This design comes from an exercise in tuning for small area and a short achievable clock period on the open sky130 flow, not from production work. Function was checked by simulation only, so behaviour that the tests miss may differ from the original. Power and IR drop assume default switching activity.

==> violet <==
## Parallel_filter
module Parallel_filter
(
input [7:0] I_00,I_01,I_02,I_03,I_10,I_11,I_12,I_13,
input clk,rst,
output [7:0] P1,P2,P3,P4
);
==> module sel3, before the edit <==
module sel3
(
input  [7:0] Lx, Mx, Hx, Ly, My, Hy, Lz, Mz, Hz,
input        lxy, lxz, lyz, mxy, mxz, myz, hxy, hxz, hyz,
output [7:0] lo, md, hi
);
assign lo = (lxy & lxz) ? Lx : ((~lxy & lyz) ? Ly : Lz);
assign hi = (~hxy & ~hxz) ? Hx : ((hxy & ~hyz) ? Hy : Hz);
wire sy = ~(mxy ^ myz);
wire sx = ~(mxz ^ myz);
assign md = sy ? My : (sx ? Mx : Mz);
endmodule
==> module med3, before the edit <==
module med3
(
input  [7:0] x, y, z,
output [7:0] m
);
wire xy, yz, xz;
Compare_and_Swap c0 (x, y, xy);
Compare_and_Swap c1 (y, z, yz);
Compare_and_Swap c2 (x, z, xz);
wire sel_y = ~(xy ^ yz);
wire sel_x = ~(xz ^ yz);
assign m = sel_y ? y : (sel_x ? x : z);
endmodule
==> module sort3, before the edit <==
module sort3
(
input  [7:0] x, y, z,
input        gxy, gxz, gyz,
output [7:0] L, M, H
);
wire x_hi = gxy & gxz;
wire x_lo = ~gxy & ~gxz;
wire y_hi = ~gxy & gyz;
wire y_lo = gxy & ~gyz;
assign H = x_hi ? x : (y_hi ? y : z);
assign L = x_lo ? x : (y_lo ? y : z);
assign M = (~x_hi & ~x_lo) ? x : ((~y_hi & ~y_lo) ? y : z);
endmodule
Settings: LEC_CHECK=0, CAP_MARGIN=20, CORE_MARGIN=2, CORE_UTILIZATION=40, SLEW_MARGIN=20; clock period 30.0 ns.
standard.sh (not shown) runs the stock make flow with config.mk's settings and CLKGATE_MAP_FILE= SYNTH_SCRIPT=/design/flow/synth_recipe.tcl, a recipe that flattens the netlist after the stock synthesis.
==> flow/flow/run.sh <==
#!/bin/bash
set -euo pipefail
W=$PWD
export MY_ABC_SCRIPT=$W/flow/area.abc
sed "s#SYNTH_SCRIPT=[^ ]*#SYNTH_SCRIPT=$W/flow/my_synth.tcl#" standard.sh > my_standard.sh
grep -q "SYNTH_SCRIPT=$W/flow/my_synth.tcl" my_standard.sh
bash my_standard.sh BUFFER_PORTS_ARGS='-buffer_cell sky130_fd_sc_hd__buf_1' finish > make_flow.log 2>&1
==> flow/flow/area.abc <==
strash
dch
map -a
topo
buffer -p
upsize -c -D 5000
dnsize -c -D 5000
==> flow/flow/my_synth.tcl <==
proc synth {args} { yosys synth -nofsm -noshare {*}$args }
proc extract_fa {args} { puts "my_synth: extract_fa skipped" }
proc abc {args} {
  set out {}
  set skip 0
  foreach a $args {
    if {$skip} { lappend out $::env(MY_ABC_SCRIPT); set skip 0; continue }
    if {$a eq "-script"} { set skip 1 }
    lappend out $a
  }
  puts "my_synth: abc $out"
  yosys abc {*}$out
}
source $::env(SCRIPTS_DIR)/synth.tcl
# left out here: clear keep_hierarchy, flatten, clean up, hide names made inside functions, write 1_2_yosys.v
==> maple: changes against violet <==
--- a/flow/design.v
+++ b/flow/design.v
@@ -48,9 +48,10 @@
 output [7:0] lo, md, hi
 );
-assign lo = (lxy & lxz) ? Lx : ((~lxy & lyz) ? Ly : Lz);
-assign hi = (~hxy & ~hxz) ? Hx : ((hxy & ~hyz) ? Hy : Hz);
-wire sy = ~(mxy ^ myz);
-wire sx = ~(mxz ^ myz);
-assign md = sy ? My : (sx ? Mx : Mz);
+wire ax = lxy & lxz,    ay = ~lxy & lyz,    az = ~lxz & ~lyz;    
+wire bx = ~hxy & ~hxz,  by = hxy & ~hyz,    bz = hxz & hyz;      
+wire cx = mxy ^ mxz,    cy = ~mxy ^ myz,    cz = mxz ^ myz;      
+assign lo = ({8{ax}} & Lx) | ({8{ay}} & Ly) | ({8{az}} & Lz);
+assign hi = ({8{bx}} & Hx) | ({8{by}} & Hy) | ({8{bz}} & Hz);
+assign md = ({8{cx}} & Mx) | ({8{cy}} & My) | ({8{cz}} & Mz);
 endmodule
 module med3
@@ -63,7 +64,6 @@
 Compare_and_Swap c1 (y, z, yz);
 Compare_and_Swap c2 (x, z, xz);
-wire sel_y = ~(xy ^ yz);
-wire sel_x = ~(xz ^ yz);
-assign m = sel_y ? y : (sel_x ? x : z);
+wire sx = xy ^ xz, sy = ~xy ^ yz, sz = xz ^ yz;
+assign m = ({8{sx}} & x) | ({8{sy}} & y) | ({8{sz}} & z);
 endmodule
 module Parallel_filter
@@ -99,10 +99,9 @@
 output [7:0] L, M, H
 );
-wire x_hi = gxy & gxz;
-wire x_lo = ~gxy & ~gxz;
-wire y_hi = ~gxy & gyz;
-wire y_lo = gxy & ~gyz;
-assign H = x_hi ? x : (y_hi ? y : z);
-assign L = x_lo ? x : (y_lo ? y : z);
-assign M = (~x_hi & ~x_lo) ? x : ((~y_hi & ~y_lo) ? y : z);
+wire hx = gxy & gxz,    hy = ~gxy & gyz,    hz = ~gxz & ~gyz;
+wire lx = ~gxy & ~gxz,  ly = gxy & ~gyz,    lz = gxz & gyz;
+wire mx = gxy ^ gxz,    my = ~gxy ^ gyz,    mz = gxz ^ gyz;
+assign H = ({8{hx}} & x) | ({8{hy}} & y) | ({8{hz}} & z);
+assign L = ({8{lx}} & x) | ({8{ly}} & y) | ({8{lz}} & z);
+assign M = ({8{mx}} & x) | ({8{my}} & y) | ({8{mz}} & z);
 endmodule
==> flow/flow/run.sh (replaced) <==
#!/bin/bash
# Own flow: the standard layout (standard.sh) with these changes:
#  - port buffers: buf_1 instead of the default pick.
#  - clock tree: no dummy loads, smaller clock buffers.
# Every tool's output stays in orfs/logs/ and make_flow.log.
set -euo pipefail
W=$PWD
export MY_ABC_SCRIPT=$W/flow/area.abc
sed "s#SYNTH_SCRIPT=[^ ]*#SYNTH_SCRIPT=$W/flow/my_synth.tcl#" standard.sh > my_standard.sh
grep -q "SYNTH_SCRIPT=$W/flow/my_synth.tcl" my_standard.sh
EXTRA=(
  "BUFFER_PORTS_ARGS=-buffer_cell sky130_fd_sc_hd__buf_1"
  "CTS_ARGS=-sink_clustering_enable -repair_clock_nets -dont_use_dummy_load -buf_list {sky130_fd_sc_hd__clkbuf_4 sky130_fd_sc_hd__clkbuf_8}"
)
[[ -f flow/extra.txt ]] && mapfile -t -O ${#EXTRA[@]} EXTRA < flow/extra.txt
bash my_standard.sh "${EXTRA[@]}" finish > make_flow.log 2>&1
==> flow/flow/area.abc (replaced) <==
strash
dc2
dch -f
amap -F 20 -A 40
topo
upsize -D 5500
dnsize -D 5500
--- a/flow/config.mk
+++ b/flow/config.mk
@@ -8,4 +8,5 @@
 export CAP_MARGIN = 20
 export CORE_MARGIN = 2
-export CORE_UTILIZATION = 40
+export CORE_UTILIZATION = 55
+export PLACE_DENSITY = 0.7
 export SLEW_MARGIN = 20
==> xenon: changes against violet <==
==> flow/flow/run.sh (replaced) <==
#!/bin/bash
# Own flow: the standard layout (standard.sh) with these changes:
#  - port buffers: buf_1 instead of the default pick.
#  - clock tree: no dummy loads, smaller clock buffers.
# Every tool's output stays in orfs/logs/ and make_flow.log.
set -euo pipefail
W=$PWD
export MY_ABC_SCRIPT=$W/flow/area.abc
sed "s#SYNTH_SCRIPT=[^ ]*#SYNTH_SCRIPT=$W/flow/my_synth.tcl#" standard.sh > my_standard.sh
grep -q "SYNTH_SCRIPT=$W/flow/my_synth.tcl" my_standard.sh
EXTRA=(
  "BUFFER_PORTS_ARGS=-buffer_cell sky130_fd_sc_hd__buf_1"
  "CTS_ARGS=-sink_clustering_enable -repair_clock_nets -dont_use_dummy_load -buf_list {sky130_fd_sc_hd__clkbuf_4 sky130_fd_sc_hd__clkbuf_8}"
)
[[ -f flow/extra.txt ]] && mapfile -t -O ${#EXTRA[@]} EXTRA < flow/extra.txt
bash my_standard.sh "${EXTRA[@]}" finish > make_flow.log 2>&1
==> flow/flow/area.abc (replaced) <==
strash
dch
map -a -B 0.9
topo
dnsize
==> flow/flow/extra.txt (new file) <==
SETUP_SLACK_MARGIN=9.5
==> notes <==
- violet passed the timing, DRC and antenna checks. maple finished with timing, DRC and antenna clean. xenon completed without violations.
- The highest clock power belongs to violet, the lowest to maple.
- The lowest sequential share of layout area belongs to violet, the highest to maple.
- Sequential power is about the same in xenon and violet.
- Combinational power: maple < xenon < violet.
- Between violet and xenon, the lower total power is in xenon (gap about 9%, measured against xenon).
- Against xenon, the non-clock buffer count of violet is lower by 27.
==> figures <==
metric	maple	xenon	violet
Layout buffering overhead excluding clock cells	4.25%	5.35%	3.37%
Status	finished clean	finished clean	finished clean
Area of the core	16500 um2	25300 um2	27900 um2
Sequential fraction of the synthesis area	22.0%	19.8%	17.9%
Final weighted congestion in routability-driven placement	0.994	0.950	0.924
Power dissipated in the clock network	0.0732 mW	0.0752 mW	0.133 mW
Most frequent cell after synthesis	sky130_fd_sc_hd__a222oi_1	sky130_fd_sc_hd__o21ai_0	sky130_fd_sc_hd__nand2_1
Wire length of the first global-routing pass	55.8 mm	59.8 mm	62.0 mm
Post-route cell area	10100 um2	11900 um2	12400 um2
Adder and majority cell fraction of the synthesized area	0%	0.972%	0.834%
Register clock-pin slew on the reported worst setup and hold paths	0.10 ns	0.11 ns	0.07 ns
Placed cell count	1546	2120	2280
Portion of the clock cycle consumed by the worst path in the final layout	65.9%	65.9%	65.5%

==> afterwards: timing with drivers on the ports <==
The results above use ideal ports. As a check the final layouts listed here were re-extracted and re-timed, cells and wires unchanged. Step 1 sets driving cells, clkbuf_16 on the clock port and buf_2 on the other inputs (assumed; they add their load-dependent delay and slew). Step 2 times the ports against the registers' clock, not the clock port: input delays grow and output delays shrink by t, the midpoint of the rising clock arrivals with the driver on. Slacks: no drivers / after step 1 / after step 2; pairs: no drivers / after step 1.
run	t (ns)	slack for setup (ns)	worst register clock-pin slew, ns
violet	0.406	10.362 / 10.312 / 10.312	0.08 / 0.08
maple	0.420	10.242 / 10.219 / 10.219	0.11 / 0.11
xenon	0.429	10.219 / 10.160 / 10.160	0.11 / 0.11
After both steps every run listed still meets setup and hold. For xenon, which loses most, drivers alone change the setup slack by -0.059 ns; drivers and shift together by -0.059 ns.
